This design comes from an exercise in tuning for small area and a short achievable clock period on the open sky130 flow, not from production work. Only simulation tests tie the RTL to the original design; equivalence was not proved.

==> flow/design.v, too long to show whole: its modules and the start of the top module <==
// module DIv: 2015 lines
module DIv (clock, rst, numerator, denom, div);
  // ...
==> flow/run.sh <==
#!/bin/bash
# synth_recipe.tcl (not shown) runs the flow's synth.tcl, then flattens the netlist and writes it again
# the make line also repeats each setting of config.mk as NAME=value (left out here)
make -C /OpenROAD-flow-scripts/flow DESIGN_CONFIG=/design/flow/config.mk WORK_HOME=/design/flow/orfs CLKGATE_MAP_FILE= SYNTH_SCRIPT=/design/flow/synth_recipe.tcl finish
==> flow/config.mk <==
export PLATFORM = sky130hd
export DESIGN_NAME = DIv
export DESIGN_NICKNAME = DIv
export VERILOG_FILES = /design/flow/design.v
export SDC_FILE = /design/flow/constraint.sdc
export NUM_CORES = 4
export LEC_CHECK = 0
export CAP_MARGIN = 20
export CORE_MARGIN = 2
export CORE_UTILIZATION = 40
export SETUP_SLACK_MARGIN = 0.5
export SLEW_MARGIN = 20
export SYNTH_MEMORY_MAX_BITS = 32768
==> flow/constraint.sdc <==
create_clock -name core_clock -period 12.5 [get_ports {clock}]
set_input_delay 2.5000 -clock core_clock [delete_from_list [all_inputs] [get_ports {clock}]]
set_output_delay 2.5000 -clock core_clock [all_outputs]
set_load 0.01 [all_outputs]
==> results.ini, run 1 <==
[status]
status = complete, no violations

[logic_synthesis]
synth_cell_type_count = 110
synth_top_area_frac = 0.248
synth_most_common_cell = a22oi_1
synth.avg_cell_area_um2 = 8.27
synth_compound_area_frac = 0.262
synth_edf_count = 8

[global_routing]
met2_usage = 0.608

[hold_path]
whs_path_depth = 1
hold_path_class = flip-flop to flip-flop

[finish]
clockBufferCount = 42
seq_cells = 234
n_all_inverters = 760
buf_share = 0.0701
largest_reg_flops = 64
nMultiInputCombCells = 5259

[sta]
max_freq_ghz = 0.0964
period_needed_ns = 10.37
fin_setup_tns_ns = 0

[setup_path]
endpoint_kind = flip-flop
cp.buffers_inverters = 4
cpMostUsedCell = fa_1

[drt]
wire_per_inst_um = 36.7

[clock_network]
post_cts_buffers = 0
cts_hold_buf = 0

[placed_design]
post-place-ws_ns = 1.95

==> inputs of run 2 (changes only) <==
--- a/flow/design.v
+++ b/flow/design.v
@@ -1,317 +1,107 @@
 module DIv (clock, rst, numerator, denom, div);
   input clock, rst;
   input [63:0] numerator, denom;
   output [63:0] div;
-  reg  [63:0] x;       
-  reg  [5:0]  n;       
+  reg  [63:0] x;
+  reg  [5:0]  n;
   reg         f;       
   reg  [6:0]  m;       
-  reg  [5:0]  lz;
+  wire [7:0]  bnz;     
+  genvar gi;
+  generate for (gi = 0; gi < 8; gi = gi + 1) begin : g_bnz
+    assign bnz[gi] = |denom[8*gi+7:8*gi];
+  end endgenerate
+  reg [2:0] hb;        
   integer k;
   always @(*) begin
-    lz = 6'd63;
-    for (k = 0; k < 64; k = k + 1) if (denom[k]) lz = 6'd63 - k[5:0];
+    hb = 3'd7;
+    for (k = 0; k < 8; k = k + 1) if (bnz[k]) hb = 3'd7 - k[2:0];
   end
-  wire [63:0] dn = denom << lz;
+  wire [63:0] d1 = denom << {hb, 3'b000};    
+  reg [2:0] lb;
+  always @(*) begin
+    lb = 3'd7;
+    for (k = 0; k < 8; k = k + 1) if (d1[56+k]) lb = 3'd7 - k[2:0];
+  end
+  wire [14:0] d2 = d1[62:48] << lb;
   always @(posedge clock) begin
     x <= numerator;
     if (!rst) n <= 6'd63;
-    else if (|denom) n <= lz;
-    if (|denom) begin f <= denom[63]; m <= dn[62:56]; end
-  end
-  reg [12:0] one, two, neg;
-  always @(*) begin
-    case ({f, m})
-      8'd0: begin one = 13'h252; two = 13'h1021; neg = 13'h223; end
-      8'd1: begin one = 13'h28; two = 13'h1256; neg = 13'h232; end
-      8'd2: begin one = 13'h6fa; two = 13'h1000; neg = 13'h420; end
-      8'd3: begin one = 13'h50c; two = 13'h1080; neg = 13'h484; end
-      8'd4: begin one = 13'h7a2; two = 13'h1004; neg = 13'h684; end
-      8'd5: begin one = 13'h50a; two = 13'h1264; neg = 13'h622; end
-      8'd6: begin one = 13'h37c; two = 13'h1483; neg = 13'h469; end
-      8'd7: begin one = 13'h38; two = 13'h1545; neg = 13'h459; end
-      8'd8: begin one = 13'h890; two = 13'h1567; neg = 13'h925; end
-      8'd9: begin one = 13'hb8c; two = 13'h1443; neg = 13'hb8d; end
-      8'd10: begin one = 13'hd5e; two = 13'h12a1; neg = 13'h953; end
-      8'd11: begin one = 13'he0c; two = 13'h1042; neg = 13'h80e; end
-      8'd12: begin one = 13'hdc2; two = 13'h1020; neg = 13'h8a0; end
-      8'd13: begin one = 13'he1c; two = 13'h1182; neg = 13'ha86; end
-      8'd14: begin one = 13'hef6; two = 13'h1101; neg = 13'hb31; end
-      8'd15: begin one = 13'h972; two = 13'h1200; neg = 13'h902; end
-      8'd16: begin one = 13'ha04; two = 13'h100b; neg = 13'h805; end
-      8'd17: begin one = 13'h9bc; two = 13'h1042; neg = 13'h8b6; end
-      8'd18: begin one = 13'had0; two = 13'h112f; neg = 13'ha95; end
-      8'd19: begin one = 13'hbe8; two = 13'h1007; neg = 13'hb8d; end
-      8'd20: begin one = 13'hcc0; two = 13'h1207; neg = 13'hc85; end
-      8'd21: begin one = 13'hf6e; two = 13'h1011; neg = 13'hc6d; end
-      8'd22: begin one = 13'he60; two = 13'h1108; neg = 13'hd28; end
-      8'd23: begin one = 13'hddc; two = 13'h1021; neg = 13'hd61; end
-      8'd24: begin one = 13'hec2; two = 13'h1025; neg = 13'he05; end
-      8'd25: begin one = 13'hc58; two = 13'h13a1; neg = 13'he91; end
-      8'd26: begin one = 13'h9d0; two = 13'h162e; neg = 13'hd9a; end
-      8'd27: begin one = 13'ha66; two = 13'h1410; neg = 13'hc04; end
-      8'd28: begin one = 13'h904; two = 13'h14f3; neg = 13'hc51; end
-      8'd29: begin one = 13'h190; two = 13'h1c20; neg = 13'h990; end
-      8'd30: begin one = 13'h286; two = 13'h1c61; neg = 13'ha47; end
-      8'd31: begin one = 13'h2; two = 13'h1ffd; neg = 13'haab; end
-      8'd32: begin one = 13'h57e; two = 13'h1a01; neg = 13'h933; end
-      8'd33: begin one = 13'h76a; two = 13'h1891; neg = 13'h8a9; end
-      8'd34: begin one = 13'h648; two = 13'h1902; neg = 13'h902; end
-      8'd35: begin one = 13'h4b4; two = 13'h184b; neg = 13'h8d5; end
-      8'd36: begin one = 13'h7de; two = 13'h1820; neg = 13'ha5c; end
-      8'd37: begin one = 13'h7c6; two = 13'h1831; neg = 13'hba5; end
-      8'd38: begin one = 13'h460; two = 13'h1a92; neg = 13'ha62; end
-      8'd39: begin one = 13'h40; two = 13'h1b11; neg = 13'h901; end
-      8'd40: begin one = 13'h29e; two = 13'h1821; neg = 13'h89b; end
-      8'd41: begin one = 13'h124; two = 13'h188b; neg = 13'h829; end
-      8'd42: begin one = 13'h119c; two = 13'h802; neg = 13'h106; end
-      8'd43: begin one = 13'h131a; two = 13'h820; neg = 13'h21a; end
-      8'd44: begin one = 13'h13ec; two = 13'h801; neg = 13'h3a1; end
-      8'd45: begin one = 13'h11be; two = 13'ha41; neg = 13'h2df; end
-      8'd46: begin one = 13'h1412; two = 13'hba0; neg = 13'h520; end
-      8'd47: begin one = 13'h160a; two = 13'h8c4; neg = 13'h444; end
-      8'd48: begin one = 13'h1698; two = 13'h923; neg = 13'h511; end
-      8'd49: begin one = 13'h14c0; two = 13'h81f; neg = 13'h455; end
-      8'd50: begin one = 13'h148c; two = 13'h971; neg = 13'h551; end
-      8'd51: begin one = 13'h160c; two = 13'h853; neg = 13'h615; end
-      8'd52: begin one = 13'h1640; two = 13'h935; neg = 13'h711; end
-      8'd53: begin one = 13'h141c; two = 13'ha41; neg = 13'h619; end
-      8'd54: begin one = 13'h105c; two = 13'hf23; neg = 13'h51d; end
-      8'd55: begin one = 13'h12ce; two = 13'hc00; neg = 13'h446; end
-      8'd56: begin one = 13'h129a; two = 13'hd25; neg = 13'h52b; end
-      8'd57: begin one = 13'h10ec; two = 13'hc10; neg = 13'h410; end
-      8'd58: begin one = 13'h1834; two = 13'h589; neg = 13'h129; end
-      8'd59: begin one = 13'h1b42; two = 13'h4b0; neg = 13'h290; end
-      8'd60: begin one = 13'h1b88; two = 13'h400; neg = 13'h380; end
-      8'd61: begin one = 13'h1962; two = 13'h618; neg = 13'h272; end
-      8'd62: begin one = 13'h1da0; two = 13'h258; neg = 13'h148; end
-      8'd63: begin one = 13'h1fc8; two = 13'h1; neg = 13'h9; end
-      8'd64: begin one = 13'h1e7a; two = 13'h81; neg = 13'hb9; end
-      8'd65: begin one = 13'h1cd6; two = 13'h128; neg = 13'h9a; end
-      8'd66: begin one = 13'h1c44; two = 13'h18; neg = 13'h8; end
-      8'd67: begin one = 13'h1cba; two = 13'h144; neg = 13'h122; end
-      8'd68: begin one = 13'h1fd8; two = 13'h27; neg = 13'h2e5; end
-      8'd69: begin one = 13'h1f28; two = 13'h12; neg = 13'h30a; end
-      8'd70: begin one = 13'h1dc2; two = 13'h219; neg = 13'h209; end
-      8'd71: begin one = 13'h18c6; two = 13'h210; neg = 13'hd0; end
-      8'd72: begin one = 13'h1878; two = 13'h307; neg = 13'h13d; end
-      8'd73: begin one = 13'h1a18; two = 13'he2; neg = 13'h52; end
-      8'd74: begin one = 13'h1bf4; two = 13'h8; neg = 13'h188; end
-      8'd75: begin one = 13'h1986; two = 13'h11; neg = 13'h7; end
-      8'd76: begin one = 13'h18da; two = 13'h1; neg = 13'hd1; end
-      8'd77: begin one = 13'h1832; two = 13'h14c; neg = 13'h12a; end
-      8'd78: begin one = 13'h1b3a; two = 13'hc0; neg = 13'h2ba; end
-      8'd79: begin one = 13'h1b1a; two = 13'h65; neg = 13'h32b; end
-      8'd80: begin one = 13'h1852; two = 13'h3a1; neg = 13'h293; end
-      8'd81: begin one = 13'h1872; two = 13'h205; neg = 13'h203; end
-      8'd82: begin one = 13'h1d7a; two = 13'h281; neg = 13'h593; end
-      8'd83: begin one = 13'h1fa8; two = 13'h54; neg = 13'h454; end
-      8'd84: begin one = 13'h1ed4; two = 13'h2; neg = 13'h4c2; end
-      8'd85: begin one = 13'h1e84; two = 13'h101; neg = 13'h505; end
-      8'd86: begin one = 13'h1dde; two = 13'h0; neg = 13'h498; end
-      8'd87: begin one = 13'h1d52; two = 13'h89; neg = 13'h559; end
-      8'd88: begin one = 13'h1e36; two = 13'h109; neg = 13'h627; end
-      8'd89: begin one = 13'h1f34; two = 13'hc3; neg = 13'h6a1; end
-      8'd90: begin one = 13'h1fba; two = 13'h0; neg = 13'h728; end
-      8'd91: begin one = 13'h1ca6; two = 13'h349; neg = 13'h6a5; end
-      8'd92: begin one = 13'h1d74; two = 13'h282; neg = 13'h6a6; end
-      8'd93: begin one = 13'h19ba; two = 13'h604; neg = 13'h522; end
-      8'd94: begin one = 13'h1ab6; two = 13'h541; neg = 13'h4a3; end
-      8'd95: begin one = 13'h1b70; two = 13'h489; neg = 13'h4a1; end
-      8'd96: begin one = 13'h1ba6; two = 13'h411; neg = 13'h525; end
-      8'd97: begin one = 13'h181c; two = 13'h501; neg = 13'h415; end
-      8'd98: begin one = 13'h19ca; two = 13'h405; neg = 13'h4cd; end
-      8'd99: begin one = 13'h1158; two = 13'h485; neg = 13'h149; end
-      8'd100: begin one = 13'h10e2; two = 13'h515; neg = 13'h153; end
-      8'd101: begin one = 13'h137c; two = 13'h403; neg = 13'h251; end
-      8'd102: begin one = 13'h12f6; two = 13'h409; neg = 13'h2c9; end
-      8'd103: begin one = 13'h126c; two = 13'h591; neg = 13'h349; end
-      8'd104: begin one = 13'h118c; two = 13'h620; neg = 13'h208; end
-      8'd105: begin one = 13'h100e; two = 13'h671; neg = 13'h229; end
-      8'd106: begin one = 13'h15b4; two = 13'h241; neg = 13'h1b1; end
-      8'd107: begin one = 13'h16f4; two = 13'h100; neg = 13'he0; end
-      8'd108: begin one = 13'h1616; two = 13'h80; neg = 13'h10; end
-      8'd109: begin one = 13'h170a; two = 13'hd4; neg = 13'h14a; end
-      8'd110: begin one = 13'h16e0; two = 13'h104; neg = 13'h144; end
-      8'd111: begin one = 13'h155c; two = 13'h22; neg = 13'h1e; end
-      8'd112: begin one = 13'h145e; two = 13'h20; neg = 13'h6e; end
-      8'd113: begin one = 13'h15f6; two = 13'h8; neg = 13'h1b4; end
-      8'd114: begin one = 13'h16c8; two = 13'h111; neg = 13'h2d1; end
-      8'd115: begin one = 13'h1754; two = 13'h82; neg = 13'h282; end
-      8'd116: begin one = 13'h1630; two = 13'h8e; neg = 13'h28a; end
-      8'd117: begin one = 13'h1612; two = 13'h1ed; neg = 13'h355; end
-      8'd118: begin one = 13'h15b6; two = 13'h241; neg = 13'h235; end
-      8'd119: begin one = 13'h14aa; two = 13'h210; neg = 13'h22a; end
-      8'd120: begin one = 13'h11de; two = 13'h200; neg = 13'h142; end
-      8'd121: begin one = 13'h10b8; two = 13'h345; neg = 13'h149; end
-      8'd122: begin one = 13'h1304; two = 13'h69; neg = 13'h25; end
-      8'd123: begin one = 13'h1260; two = 13'h1; neg = 13'h21; end
-      8'd124: begin one = 13'h134c; two = 13'h3; neg = 13'h101; end
-      8'd125: begin one = 13'h1220; two = 13'h107; neg = 13'h105; end
-      8'd126: begin one = 13'h1148; two = 13'h21; neg = 13'h21; end
-      8'd127: begin one = 13'h1111; two = 13'h0; neg = 13'h101; end
-      8'd128: begin one = 13'h42; two = 13'h102c; neg = 13'h4a; end
-      8'd129: begin one = 13'h252; two = 13'h1021; neg = 13'h223; end
-      8'd130: begin one = 13'h28; two = 13'h1256; neg = 13'h232; end
-      8'd131: begin one = 13'h6fa; two = 13'h1000; neg = 13'h420; end
-      8'd132: begin one = 13'h50c; two = 13'h1080; neg = 13'h484; end
-      8'd133: begin one = 13'h7a2; two = 13'h1004; neg = 13'h684; end
-      8'd134: begin one = 13'h50a; two = 13'h1264; neg = 13'h622; end
-      8'd135: begin one = 13'h37c; two = 13'h1483; neg = 13'h469; end
-      8'd136: begin one = 13'h38; two = 13'h1545; neg = 13'h459; end
-      8'd137: begin one = 13'h890; two = 13'h1567; neg = 13'h925; end
-      8'd138: begin one = 13'hb8c; two = 13'h1443; neg = 13'hb8d; end
-      8'd139: begin one = 13'hd5e; two = 13'h12a1; neg = 13'h953; end
-      8'd140: begin one = 13'he0c; two = 13'h1042; neg = 13'h80e; end
-      8'd141: begin one = 13'hdc2; two = 13'h1020; neg = 13'h8a0; end
-      8'd142: begin one = 13'he1c; two = 13'h1182; neg = 13'ha86; end
-      8'd143: begin one = 13'hef6; two = 13'h1101; neg = 13'hb31; end
-      8'd144: begin one = 13'h972; two = 13'h1200; neg = 13'h902; end
-      8'd145: begin one = 13'ha04; two = 13'h100b; neg = 13'h805; end
-      8'd146: begin one = 13'h9bc; two = 13'h1042; neg = 13'h8b6; end
-      8'd147: begin one = 13'had0; two = 13'h112f; neg = 13'ha95; end
-      8'd148: begin one = 13'hbe8; two = 13'h1007; neg = 13'hb8d; end
-      8'd149: begin one = 13'hcc0; two = 13'h1207; neg = 13'hc85; end
-      8'd150: begin one = 13'hf6e; two = 13'h1011; neg = 13'hc6d; end
-      8'd151: begin one = 13'he60; two = 13'h1108; neg = 13'hd28; end
-      8'd152: begin one = 13'hddc; two = 13'h1021; neg = 13'hd61; end
-      8'd153: begin one = 13'hec2; two = 13'h1025; neg = 13'he05; end
-      8'd154: begin one = 13'hc58; two = 13'h13a1; neg = 13'he91; end
-      8'd155: begin one = 13'h9d0; two = 13'h162e; neg = 13'hd9a; end
-      8'd156: begin one = 13'ha66; two = 13'h1410; neg = 13'hc04; end
-      8'd157: begin one = 13'h904; two = 13'h14f3; neg = 13'hc51; end
-      8'd158: begin one = 13'h190; two = 13'h1c20; neg = 13'h990; end
-      8'd159: begin one = 13'h286; two = 13'h1c61; neg = 13'ha47; end
-      8'd160: begin one = 13'h2; two = 13'h1ffd; neg = 13'haab; end
-      8'd161: begin one = 13'h57e; two = 13'h1a01; neg = 13'h933; end
-      8'd162: begin one = 13'h76a; two = 13'h1891; neg = 13'h8a9; end
-      8'd163: begin one = 13'h648; two = 13'h1902; neg = 13'h902; end
-      8'd164: begin one = 13'h4b4; two = 13'h184b; neg = 13'h8d5; end
-      8'd165: begin one = 13'h7de; two = 13'h1820; neg = 13'ha5c; end
-      8'd166: begin one = 13'h7c6; two = 13'h1831; neg = 13'hba5; end
-      8'd167: begin one = 13'h460; two = 13'h1a92; neg = 13'ha62; end
-      8'd168: begin one = 13'h40; two = 13'h1b11; neg = 13'h901; end
-      8'd169: begin one = 13'h29e; two = 13'h1821; neg = 13'h89b; end
-      8'd170: begin one = 13'h124; two = 13'h188b; neg = 13'h829; end
-      8'd171: begin one = 13'h119c; two = 13'h802; neg = 13'h106; end
-      8'd172: begin one = 13'h131a; two = 13'h820; neg = 13'h21a; end
-      8'd173: begin one = 13'h13ec; two = 13'h801; neg = 13'h3a1; end
-      8'd174: begin one = 13'h11be; two = 13'ha41; neg = 13'h2df; end
-      8'd175: begin one = 13'h1412; two = 13'hba0; neg = 13'h520; end
-      8'd176: begin one = 13'h160a; two = 13'h8c4; neg = 13'h444; end
-      8'd177: begin one = 13'h1698; two = 13'h923; neg = 13'h511; end
-      8'd178: begin one = 13'h14c0; two = 13'h81f; neg = 13'h455; end
-      8'd179: begin one = 13'h148c; two = 13'h971; neg = 13'h551; end
-      8'd180: begin one = 13'h160c; two = 13'h853; neg = 13'h615; end
-      8'd181: begin one = 13'h1640; two = 13'h935; neg = 13'h711; end
-      8'd182: begin one = 13'h141c; two = 13'ha41; neg = 13'h619; end
-      8'd183: begin one = 13'h105c; two = 13'hf23; neg = 13'h51d; end
-      8'd184: begin one = 13'h12ce; two = 13'hc00; neg = 13'h446; end
-      8'd185: begin one = 13'h129a; two = 13'hd25; neg = 13'h52b; end
-      8'd186: begin one = 13'h10ec; two = 13'hc10; neg = 13'h410; end
-      8'd187: begin one = 13'h1834; two = 13'h589; neg = 13'h129; end
-      8'd188: begin one = 13'h1b42; two = 13'h4b0; neg = 13'h290; end
-      8'd189: begin one = 13'h1b88; two = 13'h400; neg = 13'h380; end
-      8'd190: begin one = 13'h1962; two = 13'h618; neg = 13'h272; end
-      8'd191: begin one = 13'h1da0; two = 13'h258; neg = 13'h148; end
-      8'd192: begin one = 13'h1fc8; two = 13'h1; neg = 13'h9; end
-      8'd193: begin one = 13'h1e7a; two = 13'h81; neg = 13'hb9; end
-      8'd194: begin one = 13'h1cd6; two = 13'h128; neg = 13'h9a; end
-      8'd195: begin one = 13'h1c44; two = 13'h18; neg = 13'h8; end
-      8'd196: begin one = 13'h1cba; two = 13'h144; neg = 13'h122; end
-      8'd197: begin one = 13'h1fd8; two = 13'h27; neg = 13'h2e5; end
-      8'd198: begin one = 13'h1f28; two = 13'h12; neg = 13'h30a; end
-      8'd199: begin one = 13'h1dc2; two = 13'h219; neg = 13'h209; end
-      8'd200: begin one = 13'h18c6; two = 13'h210; neg = 13'hd0; end
-      8'd201: begin one = 13'h1878; two = 13'h307; neg = 13'h13d; end
-      8'd202: begin one = 13'h1a18; two = 13'he2; neg = 13'h52; end
-      8'd203: begin one = 13'h1bf4; two = 13'h8; neg = 13'h188; end
-      8'd204: begin one = 13'h1986; two = 13'h11; neg = 13'h7; end
-      8'd205: begin one = 13'h18da; two = 13'h1; neg = 13'hd1; end
-      8'd206: begin one = 13'h1832; two = 13'h14c; neg = 13'h12a; end
-      8'd207: begin one = 13'h1b3a; two = 13'hc0; neg = 13'h2ba; end
-      8'd208: begin one = 13'h1b1a; two = 13'h65; neg = 13'h32b; end
-      8'd209: begin one = 13'h1852; two = 13'h3a1; neg = 13'h293; end
-      8'd210: begin one = 13'h1872; two = 13'h205; neg = 13'h203; end
-      8'd211: begin one = 13'h1d7a; two = 13'h281; neg = 13'h593; end
-      8'd212: begin one = 13'h1fa8; two = 13'h54; neg = 13'h454; end
-      8'd213: begin one = 13'h1ed4; two = 13'h2; neg = 13'h4c2; end
-      8'd214: begin one = 13'h1e84; two = 13'h101; neg = 13'h505; end
-      8'd215: begin one = 13'h1dde; two = 13'h0; neg = 13'h498; end
-      8'd216: begin one = 13'h1d52; two = 13'h89; neg = 13'h559; end
-      8'd217: begin one = 13'h1e36; two = 13'h109; neg = 13'h627; end
-      8'd218: begin one = 13'h1f34; two = 13'hc3; neg = 13'h6a1; end
-      8'd219: begin one = 13'h1fba; two = 13'h0; neg = 13'h728; end
-      8'd220: begin one = 13'h1ca6; two = 13'h349; neg = 13'h6a5; end
-      8'd221: begin one = 13'h1d74; two = 13'h282; neg = 13'h6a6; end
-      8'd222: begin one = 13'h19ba; two = 13'h604; neg = 13'h522; end
-      8'd223: begin one = 13'h1ab6; two = 13'h541; neg = 13'h4a3; end
-      8'd224: begin one = 13'h1b70; two = 13'h489; neg = 13'h4a1; end
-      8'd225: begin one = 13'h1ba6; two = 13'h411; neg = 13'h525; end
-      8'd226: begin one = 13'h181c; two = 13'h501; neg = 13'h415; end
-      8'd227: begin one = 13'h19ca; two = 13'h405; neg = 13'h4cd; end
-      8'd228: begin one = 13'h1158; two = 13'h485; neg = 13'h149; end
-      8'd229: begin one = 13'h10e2; two = 13'h515; neg = 13'h153; end
-      8'd230: begin one = 13'h137c; two = 13'h403; neg = 13'h251; end
-      8'd231: begin one = 13'h12f6; two = 13'h409; neg = 13'h2c9; end
-      8'd232: begin one = 13'h126c; two = 13'h591; neg = 13'h349; end
-      8'd233: begin one = 13'h118c; two = 13'h620; neg = 13'h208; end
-      8'd234: begin one = 13'h100e; two = 13'h671; neg = 13'h229; end
-      8'd235: begin one = 13'h15b4; two = 13'h241; neg = 13'h1b1; end
-      8'd236: begin one = 13'h16f4; two = 13'h100; neg = 13'he0; end
-      8'd237: begin one = 13'h1616; two = 13'h80; neg = 13'h10; end
-      8'd238: begin one = 13'h170a; two = 13'hd4; neg = 13'h14a; end
-      8'd239: begin one = 13'h16e0; two = 13'h104; neg = 13'h144; end
-      8'd240: begin one = 13'h155c; two = 13'h22; neg = 13'h1e; end
-      8'd241: begin one = 13'h145e; two = 13'h20; neg = 13'h6e; end
-      8'd242: begin one = 13'h15f6; two = 13'h8; neg = 13'h1b4; end
-      8'd243: begin one = 13'h16c8; two = 13'h111; neg = 13'h2d1; end
-      8'd244: begin one = 13'h1754; two = 13'h82; neg = 13'h282; end
-      8'd245: begin one = 13'h1630; two = 13'h8e; neg = 13'h28a; end
-      8'd246: begin one = 13'h1612; two = 13'h1ed; neg = 13'h355; end
-      8'd247: begin one = 13'h15b6; two = 13'h241; neg = 13'h235; end
-      8'd248: begin one = 13'h14aa; two = 13'h210; neg = 13'h22a; end
-      8'd249: begin one = 13'h11de; two = 13'h200; neg = 13'h142; end
-      8'd250: begin one = 13'h10b8; two = 13'h345; neg = 13'h149; end
-      8'd251: begin one = 13'h1304; two = 13'h69; neg = 13'h25; end
-      8'd252: begin one = 13'h1260; two = 13'h1; neg = 13'h21; end
-      8'd253: begin one = 13'h134c; two = 13'h3; neg = 13'h101; end
-      8'd254: begin one = 13'h1220; two = 13'h107; neg = 13'h105; end
-      8'd255: begin one = 13'h1148; two = 13'h21; neg = 13'h21; end
-      default: begin one = 13'h0; two = 13'h0; neg = 13'h0; end
-    endcase
+    else if (|denom) n <= {hb, lb};
+    if (|denom) begin f <= denom[63]; m <= d2[14:8]; end
   end
-  wire [64:0] pp0;
-  assign pp0 = ({x, 1'b0} & {65{two[0]}} | {1'b0, x} & {65{one[0]}}) ^ {65{neg[0]}};
-  wire [64:0] pp1;
-  assign pp1 = ({x, 1'b0} & {65{two[1]}} | {1'b0, x} & {65{one[1]}}) ^ {65{neg[1]}};
-  wire [64:0] pp2;
-  assign pp2 = ({x, 1'b0} & {65{two[2]}} | {1'b0, x} & {65{one[2]}}) ^ {65{neg[2]}};
-  wire [64:0] pp3;
-  assign pp3 = ({x, 1'b0} & {65{two[3]}} | {1'b0, x} & {65{one[3]}}) ^ {65{neg[3]}};
-  wire [64:0] pp4;
-  assign pp4 = ({x, 1'b0} & {65{two[4]}} | {1'b0, x} & {65{one[4]}}) ^ {65{neg[4]}};
-  wire [64:0] pp5;
-  assign pp5 = ({x, 1'b0} & {65{two[5]}} | {1'b0, x} & {65{one[5]}}) ^ {65{neg[5]}};
-  wire [64:0] pp6;
-  assign pp6 = ({x, 1'b0} & {65{two[6]}} | {1'b0, x} & {65{one[6]}}) ^ {65{neg[6]}};
-  wire [64:0] pp7;
-  assign pp7 = ({x, 1'b0} & {65{two[7]}} | {1'b0, x} & {65{one[7]}}) ^ {65{neg[7]}};
-  wire [64:0] pp8;
-  assign pp8 = ({x, 1'b0} & {65{two[8]}} | {1'b0, x} & {65{one[8]}}) ^ {65{neg[8]}};
-  wire [64:0] pp9;
-  assign pp9 = ({x, 1'b0} & {65{two[9]}} | {1'b0, x} & {65{one[9]}}) ^ {65{neg[9]}};
-  wire [64:0] pp10;
-  assign pp10 = ({x, 1'b0} & {65{two[10]}} | {1'b0, x} & {65{one[10]}}) ^ {65{neg[10]}};
-  wire [64:0] pp11;
-  assign pp11 = ({x, 1'b0} & {65{two[11]}} | {1'b0, x} & {65{one[11]}}) ^ {65{neg[11]}};
-  wire [64:0] pp12;
-  assign pp12 = ({x, 1'b0} & {65{two[12]}} | {1'b0, x} & {65{one[12]}}) ^ {65{neg[12]}};
+  wire [7:0] ta = {f, m};
+  wire [12:0] one, two, neg;
+  localparam [255:0] ONE0 = 256'h0000000000000000000000000000000080000000000000000000000000000000;
+  localparam [255:0] TWO0 = 256'hfcc80dff974f32a30afe6757a77a8f827e6406ffcba79951857f33abd3bd47c1;
+  localparam [255:0] NEG0 = 256'hfcc80dff974f32a30afe6757a77a8f82fe6406ffcba79951857f33abd3bd47c1;
+  assign one[0] = ONE0[ta]; assign two[0] = TWO0[ta]; assign neg[0] = NEG0[ta];
+  localparam [255:0] ONE1 = 256'h03c664aadb8ff1965301d2679241a86b01e332556dc7f8cb2980e933c920d435;
+  localparam [255:0] TWO1 = 256'h603100402420066000960c98283e56843018802012100330004b064c141f2b42;
+  localparam [255:0] NEG1 = 256'h03334020e22fd45443005a8b880558470199a0107117ea2a21802d45c402ac23;
+  assign one[1] = ONE1[ta]; assign two[1] = TWO1[ta]; assign neg[1] = NEG1[ta];
+  localparam [255:0] ONE2 = 256'h2a973fc6b6e0190c0dd86e72b146dc90154b9fe35b700c8606ec373958a36e48;
+  localparam [255:0] TWO2 = 256'h4460c03840154230022500010a3803652230601c200aa11801128000851c01b2;
+  localparam [255:0] NEG2 = 256'h48c7800e3250122001954870927e56302463c0071928091000caa438493f2b18;
+  assign one[2] = ONE2[ta]; assign two[2] = TWO2[ta]; assign neg[2] = NEG2[ta];
+  localparam [255:0] ONE3 = 256'ha70b475c4899a67327db7a2e05545ddc5385a3ae244cd33993edbd1702aa2eee;
+  localparam [255:0] TWO3 = 256'h086400811300488cc8040411088a000104320040898024466402020884450000;
+  localparam [255:0] NEG3 = 256'h052347980981cacf8ac0562508d015810291a3cc04c0e567c5602b1284680ac0;
+  assign one[3] = ONE3[ta]; assign two[3] = TWO3[ta]; assign neg[3] = NEG3[ta];
+  localparam [255:0] ONE4 = 256'h06f738d5efafee360ac2da324d0dcb8a837b9c6af7d7f71b05616d192686e5c5;
+  localparam [255:0] TWO4 = 256'h01084522001011c8d43c01c53040000400842291000808e46a1e00e298200002;
+  localparam [255:0] NEG4 = 256'h00cd2864019aa70654fe52326c0c89040066943200cd53832a7f291936064482;
+  assign one[4] = ONE4[ta]; assign two[4] = TWO4[ta]; assign neg[4] = NEG4[ta];
+  localparam [255:0] ONE5 = 256'h55a499e3fe1cca52cc00649610d581ac2ad24cf1ff0e65296600324b086ac0d6;
+  localparam [255:0] TWO5 = 256'h884306000003042412aa9261ef082a43442183000001821209554930f7841521;
+  localparam [255:0] NEG5 = 256'h99861c03fe01c2324a00a4c701c4a2ce4cc30e01ff00e1192500526380e25167;
+  assign one[5] = ONE5[ta]; assign two[5] = TWO5[ta]; assign neg[5] = NEG5[ta];
+  localparam [255:0] ONE6 = 256'hb21f91f921ae2baf55a421ee1ff9a88b590fc8fc90d715d7aad210f70ffcd445;
+  localparam [255:0] TWO6 = 256'h0cc04c009411c41080594011a0041744066026004a08e208402ca008d0020ba2;
+  localparam [255:0] NEG6 = 256'h064ad1f801302520c10d40b0a1400981032568fc009812906086a05850a004c0;
+  assign one[6] = ONE6[ta]; assign two[6] = TWO6[ta]; assign neg[6] = NEG6[ta];
+  localparam [255:0] ONE7 = 256'h078c9aaad8f039b5a70e6a70cb3ca62803c64d556c781cdad3873538659e5314;
+  localparam [255:0] TWO7 = 256'h00706111250a8402180184852400489000383088928542010c00c24292002448;
+  localparam [255:0] NEG7 = 256'h003c1889b4aaa926300062554c3c6430001e0c44da5554931800312aa61e3218;
+  assign one[7] = ONE7[ta]; assign two[7] = TWO7[ta]; assign neg[7] = NEG7[ta];
+  localparam [255:0] ONE8 = 256'haa954a5b6d9998e1f0007c6669552cf0d54aa52db6cccc70f8003e3334aa9678;
+  localparam [255:0] TWO8 = 256'h44489124924242140aaa81090488c300222448924921210a0555408482446180;
+  localparam [255:0] NEG8 = 256'h6644c93249494a50aaaaa94a49918e00b322649924a4a528555554a524c8c700;
+  assign one[8] = ONE8[ta]; assign two[8] = TWO8[ta]; assign neg[8] = NEG8[ta];
+  localparam [255:0] ONE9 = 256'h7878f1c38e718c633333326c92dad4aa3c3c78e1c738c63199999936496d6a55;
+  localparam [255:0] TWO9 = 256'h07800e00700e0380c0c0c1830c21084403c00700380701c0606060c186108422;
+  localparam [255:0] NEG9 = 256'h01f807c03e0780e0707070e18618c46600fc03e01f03c07038383870c30c6233;
+  assign one[9] = ONE9[ta]; assign two[9] = TWO9[ta]; assign neg[9] = NEG9[ta];
+  localparam [255:0] ONE10 = 256'h01fff8003ff800ff807f80fe07e0f87800fffc001ffc007fc03fc07f03f07c3c;
+  localparam [255:0] TWO10 = 256'h000007ffc00000007f800001f8000780000003ffe00000003fc00000fc0003c0;
+  localparam [255:0] NEG10 = 256'h0000000ffff8000007ff80003fe001f800000007fffc000003ffc0001ff000fc;
+  assign one[10] = ONE10[ta]; assign two[10] = TWO10[ta]; assign neg[10] = NEG10[ta];
+  localparam [255:0] ONE11 = 256'h0000000ffffffffff80000003ffffe0000000007fffffffffc0000001fffff00;
+  localparam [255:0] TWO11 = 256'h000000000000000007ffffffc0000000000000000000000003ffffffe0000000;
+  localparam [255:0] NEG11 = 256'h0000000000000000000007fffffffe000000000000000000000003ffffffff00;
+  assign one[11] = ONE11[ta]; assign two[11] = TWO11[ta]; assign neg[11] = NEG11[ta];
+  localparam [255:0] ONE12 = 256'hfffffffffffffffffffff80000000000fffffffffffffffffffffc0000000000;
+  localparam [255:0] TWO12 = 256'h0000000000000000000007ffffffffff0000000000000000000003ffffffffff;
+  localparam [255:0] NEG12 = 256'h0000000000000000000000000000000000000000000000000000000000000000;
+  assign one[12] = ONE12[ta]; assign two[12] = TWO12[ta]; assign neg[12] = NEG12[ta];
+  wire [64:0] pp0 = ({x, 1'b0} & {65{two[0]}} | {1'b0, x} & {65{one[0]}}) ^ {65{neg[0]}};
+  wire [64:0] pp1 = ({x, 1'b0} & {65{two[1]}} | {1'b0, x} & {65{one[1]}}) ^ {65{neg[1]}};
+  wire [64:0] pp2 = ({x, 1'b0} & {65{two[2]}} | {1'b0, x} & {65{one[2]}}) ^ {65{neg[2]}};
+  wire [64:0] pp3 = ({x, 1'b0} & {65{two[3]}} | {1'b0, x} & {65{one[3]}}) ^ {65{neg[3]}};
+  wire [64:0] pp4 = ({x, 1'b0} & {65{two[4]}} | {1'b0, x} & {65{one[4]}}) ^ {65{neg[4]}};
+  wire [64:0] pp5 = ({x, 1'b0} & {65{two[5]}} | {1'b0, x} & {65{one[5]}}) ^ {65{neg[5]}};
+  wire [64:0] pp6 = ({x, 1'b0} & {65{two[6]}} | {1'b0, x} & {65{one[6]}}) ^ {65{neg[6]}};
+  wire [64:0] pp7 = ({x, 1'b0} & {65{two[7]}} | {1'b0, x} & {65{one[7]}}) ^ {65{neg[7]}};
+  wire [64:0] pp8 = ({x, 1'b0} & {65{two[8]}} | {1'b0, x} & {65{one[8]}}) ^ {65{neg[8]}};
+  wire [64:0] pp9 = ({x, 1'b0} & {65{two[9]}} | {1'b0, x} & {65{one[9]}}) ^ {65{neg[9]}};
+  wire [64:0] pp10 = ({x, 1'b0} & {65{two[10]}} | {1'b0, x} & {65{one[10]}}) ^ {65{neg[10]}};
+  wire [64:0] pp11 = ({x, 1'b0} & {65{two[11]}} | {1'b0, x} & {65{one[11]}}) ^ {65{neg[11]}};
+  wire [64:0] pp12 = ({x, 1'b0} & {65{two[12]}} | {1'b0, x} & {65{one[12]}}) ^ {65{neg[12]}};
   wire z = ~|x[31:0];
   wire t1 = pp0[22] ^ pp1[20];
   wire t2 = pp0[22] & pp1[20];
   wire t3 = pp0[23] ^ pp1[21];
   wire t4 = pp0[23] & pp1[21];
   wire t5 = pp0[24] ^ pp1[22] ^ pp2[20];
   wire t6 = pp0[24] & pp1[22] | pp0[24] & pp2[20] | pp1[22] & pp2[20];
   wire t7 = pp3[18] ^ pp4[16];
@@ -1993,23 +1783,35 @@
   wire t1683 = t1509 ^ t1340 ^ t1508;
   wire t1684 = t1509 & t1340 | t1509 & t1508 | t1340 & t1508;
   wire t1685 = t1511 ^ t1342 ^ t1510;
   wire t1686 = t1511 & t1342 | t1511 & t1510 | t1342 & t1510;
   wire t1687 = t1513 ^ 1'b1 ^ t1512;
   wire t1688 = t1513 & 1'b1 | t1513 & t1512 | 1'b1 & t1512;
   wire t1689 = ~neg[11] ^ pp12[63] ^ t1514;
   wire t1690 = ~neg[11] & pp12[63] | ~neg[11] & t1514 | pp12[63] & t1514;
-  wire [87:0] ra = {t1689 , t1687 , t1685 , t1683 , t1681 , t1679 , t1677 , t1675 , t1673 , t1671 , t1669 , t1667 , t1665 , t1663 , t1661 , t1659 , t1657 , t1655 , t1653 , t1651 , t1649 , t1647 , t1645 , t1643 , t1641 , t1639 , t1637 , t1635 , t1633 , t1631 , t1629 , t1627 , t1625 , t1623 , t1621 , t1619 , t1617 , t1615 , t1613 , t1611 , t1609 , t1607 , t1605 , t1603 , t1601 , t1599 , t1597 , t1595 , t1593 , t1591 , t1589 , t1587 , t1585 , t1583 , t1581 , t1579 , t1577 , t1575 , t1573 , t1571 , t1569 , t1567 , t1565 , t1563 , t1561 , t1559 , t1557 , t1555 , t1553 , t1551 , t1549 , t1547 , t1545 , t1543 , t1541 , t1539 , t1537 , t1535 , t1533 , t1531 , t1529 , t1527 , t1525 , t1523 , t1521 , t1519 , t1517 , t1515};
-  wire [87:0] rb = {t1688 , t1686 , t1684 , t1682 , t1680 , t1678 , t1676 , t1674 , t1672 , t1670 , t1668 , t1666 , t1664 , t1662 , t1660 , t1658 , t1656 , t1654 , t1652 , t1650 , t1648 , t1646 , t1644 , t1642 , t1640 , t1638 , t1636 , t1634 , t1632 , t1630 , t1628 , t1626 , t1624 , t1622 , t1620 , t1618 , t1616 , t1614 , t1612 , t1610 , t1608 , t1606 , t1604 , t1602 , t1600 , t1598 , t1596 , t1594 , t1592 , t1590 , t1588 , t1586 , t1584 , t1582 , t1580 , t1578 , t1576 , t1574 , t1572 , t1570 , t1568 , t1566 , t1564 , t1562 , t1560 , t1558 , t1556 , t1554 , t1552 , t1550 , t1548 , t1546 , t1544 , t1542 , t1540 , t1538 , t1536 , t1534 , t1532 , t1530 , t1528 , t1526 , t1524 , t1522 , t1520 , t1518 , t1516 , z};
-  wire [87:0] r = ra + rb;
-  reg [55:0] w;
+  wire [87:0] ra = {t1689, t1687, t1685, t1683, t1681, t1679, t1677, t1675, t1673, t1671, t1669, t1667, t1665, t1663, t1661, t1659, t1657, t1655, t1653, t1651, t1649, t1647, t1645, t1643, t1641, t1639, t1637, t1635, t1633, t1631, t1629, t1627, t1625, t1623, t1621, t1619, t1617, t1615, t1613, t1611, t1609, t1607, t1605, t1603, t1601, t1599, t1597, t1595, t1593, t1591, t1589, t1587, t1585, t1583, t1581, t1579, t1577, t1575, t1573, t1571, t1569, t1567, t1565, t1563, t1561, t1559, t1557, t1555, t1553, t1551, t1549, t1547, t1545, t1543, t1541, t1539, t1537, t1535, t1533, t1531, t1529, t1527, t1525, t1523, t1521, t1519, t1517, t1515};
+  wire [87:0] rb = {t1688, t1686, t1684, t1682, t1680, t1678, t1676, t1674, t1672, t1670, t1668, t1666, t1664, t1662, t1660, t1658, t1656, t1654, t1652, t1650, t1648, t1646, t1644, t1642, t1640, t1638, t1636, t1634, t1632, t1630, t1628, t1626, t1624, t1622, t1620, t1618, t1616, t1614, t1612, t1610, t1608, t1606, t1604, t1602, t1600, t1598, t1596, t1594, t1592, t1590, t1588, t1586, t1584, t1582, t1580, t1578, t1576, t1574, t1572, t1570, t1568, t1566, t1564, t1562, t1560, t1558, t1556, t1554, t1552, t1550, t1548, t1546, t1544, t1542, t1540, t1538, t1536, t1534, t1532, t1530, t1528, t1526, t1524, t1522, t1520, t1518, t1516, z};
+  wire [7:0] lg, lp;
+  generate for (gi = 0; gi < 8; gi = gi + 1) begin : g_low
+    wire [4:0] s = {1'b0, ra[4*gi+3:4*gi]} + {1'b0, rb[4*gi+3:4*gi]};
+    assign lg[gi] = s[4];
+    assign lp[gi] = &(ra[4*gi+3:4*gi] ^ rb[4*gi+3:4*gi]);
+  end endgenerate
+  reg [55:0] sa, sb;
+  reg [7:0] sg, sp;
   reg [5:0] n1;
   always @(posedge clock) begin
-    w <= r[87:32];
+    sa <= ra[87:32]; sb <= rb[87:32]; sg <= lg; sp <= lp;
     if (!rst) n1 <= 6'd63; else n1 <= n;
   end
+  reg c32;
+  always @(*) begin
+    c32 = 1'b0;
+    for (k = 0; k < 8; k = k + 1) c32 = sg[k] | sp[k] & c32;
+  end
+  wire [55:0] w = sa + sb + c32;
   reg [55:0] dv;
   always @(posedge clock) begin
     if (!rst) dv <= 56'd0; else dv <= w << n1;
   end
   assign div = {dv, 8'd0};
 endmodule
==> flow/config.mk (replaced) <==
export PLATFORM = sky130hd
export DESIGN_NAME = DIv
export DESIGN_NICKNAME = DIv
export VERILOG_FILES = /design/flow/design.v
export SDC_FILE = /design/flow/constraint.sdc
export NUM_CORES = 4
export LEC_CHECK = 0
export ABC_CLOCK_PERIOD_IN_PS = 6000
export CAP_MARGIN = 20
export CORE_MARGIN = 2
export CORE_UTILIZATION = 60
export SETUP_SLACK_MARGIN = 5
export SLEW_MARGIN = 20
export SYNTH_MEMORY_MAX_BITS = 32768
==> results.ini, run 2 <==
[status]
status = aborted with a tool error  ; was complete, no violations
stop_stage = global routing
error = [ERROR GRT-0232] Routing congestion too high. Check the congestion heatmap in the GUI.

[clock_network]
clock_path_buffers = 3  ; unchanged
cts_hold_buf = 0  ; unchanged
clockRootBuffer = clkbuf_16  ; unchanged
htreeDepth = 2  ; unchanged
cts_sinks = 267  ; was 234
cts_buffers = 35  ; was 34

[logic_synthesis]
async_flop_share = 0  ; unchanged
synthTopCellsByCount = inv_1, a22oi_1, fa_1, clkbuf_1, xnor2_1  ; was a22oi_1, inv_1, fa_1, xor2_1, nand2_1
synth_top_area_frac = 0.252  ; was 0.248
synth_top_cell_by_area = fa_1  ; unchanged
ys_ff_latch = 267  ; was 234
synth_most_common_cell = inv_1  ; was a22oi_1
synth_cell_type_count = 93  ; was 110
synth.avg_cell_area_um2 = 8.17  ; was 8.27 um2
yosys_warnings = 1  ; unchanged
synth_edf_count = 8  ; unchanged
ys_seq_area_frac = 0.0945  ; was 0.0821
ys_top_cells_by_area = fa_1, a22oi_1, dfxtp_1  ; unchanged
syn-cell-area_mm2 = 0.0574  ; was 0.0580 mm2
postSynthCellCount = 7031  ; was 7,019
synthFlopType = dfxtp_1  ; unchanged

[placed_design]
place_area_mm2 = 0.0600  ; was 0.0620 mm2
post-dp-hpwl_um = 204000  ; was 222,000 um
portBuffers = 185  ; unchanged
gp_congestion = 1.13  ; was 1.10

[global_routing]
grt_use_total = 0.692
grt_max_degree = 137
grt-ovfl-total = 6

[floorplan]
ios = 194  ; unchanged
rows = 113  ; was 139
start_util = 0.605  ; was 0.404
fp.dieH_um = 313  ; was 385 um
die_w_um = 313  ; was 385 um

==> run 2: cell types whose count changed after synthesis, sizes merged, moves of 49 or more <==
cell and delta:
buf -194, clkbuf +164, xor2 -130, inv +93, nand3 -71, a22oi -66, a21oi +64, xnor2 +58
o21ai +57, a211oi +51, a221oi +49
==> run 2: worst min path at each step <==
| stage | to | cells after the start | slack, ns | from |
|---|---|---|---|---|
| after global placement | n1[2] | 1 | 0.42 | n[2] |
| after CTS | n1[2] | 1 | 0.44 | n[2] |
| after floorplan | n1[0] | 1 | 0.41 | n[0] |
| after detailed placement | n1[3] | 1 | 0.42 | n[3] |
==> run 2: metrics by stage <==
step | cells | utilization | hold WS, ns | setup WS (ns)
2_1_floorplan | 7038 | - | 0.405 | 5.04
3_3_place_gp | 7950 | 0.632 | 0.420 | 3.16
3_5_place_dp | 7950 | 0.632 | 0.425 | 2.91
4_1_cts | 8056 | 0.658 | 0.437 | 4.99
==> run 2: cell families after synthesis <==
logic type,count (synthesis),synth area share
compound gates,2188,0.263
buf+inv,1595,0.106
simple gates,1144,0.0919
fa+ha+maj,939,0.299
xor+xnor,758,0.116
flops,267,0.0945
mux,139,0.0299
other cells,1,0.0000653
==> run 2: per-layer routing <==
| metal | global-route usage | overflow |
|---|---|---|
| met1 | 0.725 | 1 |
| met3 | 0.512 | 0 |
| met5 | 0.321 | 0 |
| met2 | 0.853 | 5 |
| met4 | 0.637 | 0 |
==> run 2: repair_timing <==
| action | 4_1_cts |
|---|---|
| pin swaps | 11 |
| setup buffers | 31 |
| gates resized for setup | 201 |
| setup endpoints to repair | 115 |
| cloned | 11 |

[separate check: timing with driven ports]
No port has a modelled driver above. Below, the same layout with a new extraction and two added sets of constraints. Step 1 sets driving cells, clkbuf_16 on the clock port and buf_2 on the other inputs (assumed; they add their load-dependent delay and slew). Step 2 also shifts input and output timing later by t, the mid clock arrival at the registers, as if the neighbouring blocks saw the same clock. Slacks: ideal ports / drivers / drivers and shift; pairs: ideal ports / drivers.
run: run 1
t (ns): 0.710
slack for setup (ns): 2.126 / 2.126 / 1.534
worst register clock-pin slew, ns: 0.08 / 0.08
After both steps run 1 still meets setup and hold. For run 1, drivers alone change the setup slack by 0.000 ns; drivers and shift together by -0.592 ns.
